This is an optimization exercise on Yosys and OpenROAD, whose aim is small area, not a production implementation.
Only simulation tests tie the RTL to the original design; equivalence was not proved.
No driver is modelled on the clock port, so clock power and skew are understated where the tree is cut down; a real chip needs a root buffer or a tree.

## TopEntity
module TopEntity
(
	input clk100khz,
	input rst,
	input mode_set_o,
	input inc_o,
	input dec_o,
	output wire [5: 0] scan,
	output wire [7: 0] dout
);
Size: about 63 flip-flops, about 19 I/O pins, roughly 0.0025 mm2 of cells after synthesis.
==> flow/config.mk <==
export PLATFORM = sky130hd
export DESIGN_NAME = TopEntity
export DESIGN_NICKNAME = TopEntity
export VERILOG_FILES = /design/flow/design.v
export SDC_FILE = /design/flow/constraint.sdc
export NUM_CORES = 4
export LEC_CHECK = 0
export CAP_MARGIN = 0
export CORE_MARGIN = 2
export CORE_UTILIZATION = 80
export GPL_TIMING_DRIVEN = 0
export PLACE_DENSITY = 0.92
export SLEW_MARGIN = 0
==> flow/constraint.sdc <==
create_clock -name core_clock -period 10.0 [get_ports {clk100khz}]
set_input_delay 2.0000 -clock core_clock [delete_from_list [all_inputs] [get_ports {clk100khz}]]
set_output_delay 2.0000 -clock core_clock [all_outputs]
set_load 0.01 [all_outputs]
standard.sh (not shown) runs the stock make flow with config.mk's settings and CLKGATE_MAP_FILE= SYNTH_SCRIPT=/design/flow/synth_recipe.tcl, a recipe that flattens the netlist after the stock synthesis.
==> flow/flow/run.sh <==
#!/bin/bash
# Own layout flow: the standard flow with these changes, made through
# ORFS's own variables and hooks:
#  - synthesis is the standard flow's synthesis script with an area-oriented ABC script
#    (flow/area.abc) and without Yosys's adder extraction (ADDER_MAP_FILE
#    empty), so ABC maps all the logic itself;
#  - input/output ports are buffered with sky130_fd_sc_hd__buf_1;
#  - the clock tree is built by flow/manual_cts.tcl (a few clock buffers,
#    each driving one cluster of flip-flops and sized for its load; the
#    cluster count with the least buffer area is kept) instead of TritonCTS.
# The tools' own logs are in orfs/logs/; make's output is in synth.log and
# standard.log here.
set -euo pipefail
here=$(pwd)
export FLOW_WORK="$here"
export MY_ABC_SCRIPT="$here/flow/area.abc"
export BUFFER_PORTS_ARGS="-buffer_cell sky130_fd_sc_hd__buf_1"
export PRE_CTS_TCL="$here/flow/manual_cts.tcl"
export MCTS_K=${MCTS_K:-"2 3 4"}
# each clock buffer is then downsized to the smallest of these that keeps its
# flip-flops' estimated clock slew within MCTS_SLEW ns
export MCTS_SIZES="sky130_fd_sc_hd__buf_4 sky130_fd_sc_hd__buf_6 sky130_fd_sc_hd__buf_8 sky130_fd_sc_hd__buf_12 sky130_fd_sc_hd__buf_16"
export MCTS_SLEW=0.100

# synthesis (same make call as standard.sh, with the synthesis script and
# adder mapping changed)
make -C "$FLOW_HOME" DESIGN_CONFIG="$here/config.mk" WORK_HOME="$here/orfs" \
  CLKGATE_MAP_FILE= ADDER_MAP_FILE= SYNTH_SCRIPT="$here/flow/synth_wrap.tcl" \
  synth > synth.log 2>&1
grep -q "area.abc" abc_script_used.txt

# the rest of the standard flow, from the synthesised netlist
bash standard.sh > standard.log 2>&1
==> flow/flow/area.abc <==
strash
balance
rewrite
refactor
balance
rewrite
rewrite -z
balance
refactor -z
rewrite -z
balance
balance
rewrite
refactor
balance
rewrite
rewrite -z
balance
refactor -z
rewrite -z
balance
&get -n
&deepsyn -J 500 -S 4 -T 300
&put
&get -n
&dch -f
&nf -p -R 1000 -F 8 -A 4
&put
topo
dnsize
Other scripts of this flow, unchanged in this note and not shown: flow/flow/manual_cts.tcl, flow/flow/synth_wrap.tcl
The first run completed without violations.
Then changed:
--- a/flow/flow/area.abc
+++ b/flow/flow/area.abc
@@ -28,2 +28,10 @@
 &put
+strash
+&get -n
+&deepsyn -J 500 -S 4 -T 300
+&put
+&get -n
+&dch -f
+&nf -p -R 1000 -F 8 -A 4
+&put
 topo
--- a/flow/config.mk
+++ b/flow/config.mk
@@ -7,7 +7,6 @@
 export LEC_CHECK = 0
-export CAP_MARGIN = 0
+export CAP_MARGIN = 20
 export CORE_MARGIN = 2
 export CORE_UTILIZATION = 80
-export GPL_TIMING_DRIVEN = 0
 export PLACE_DENSITY = 0.92
-export SLEW_MARGIN = 0
+export SLEW_MARGIN = 20
What happened: The changed run produced a clean layout. Global-route usage came out higher by 1.8 points. Die area came out higher by 0.97%. Critical path depth came out lower by 1.
No run of this note takes its clock network from TritonCTS; it comes from the design's own scripts or RTL.

static timing again, ports no longer ideal:
Ports are ideal in the flow. The routed layouts listed here were re-timed in OpenROAD. Step 1 sets driving cells, clkbuf_16 on the clock port and buf_2 on the other inputs (assumed; they add their load-dependent delay and slew). Step 2 adds t to the input delays and takes it off the output delays; t is the mean of the earliest and latest rising clock arrival at the registers after step 1. Input paths then give back, and output paths get back, about the clock's delay inside the block. Slacks: ideal ports / drivers / drivers and shift; pairs: ideal ports / drivers.
| run | shift t [ns] | setup WS [ns] | hold slack, ns | worst data-port slew with drivers (ns) |
|---|---|---|---|---|
| the first run | 0.196 | 5.548 / 5.488 / 5.684 | 0.377 / 0.377 / 0.377 | 0.03 |
| the second run | 0.187 | 5.647 / 5.586 / 5.773 | 0.385 / 0.385 / 0.385 | 0.04 |
After both steps every run listed still meets setup and hold.
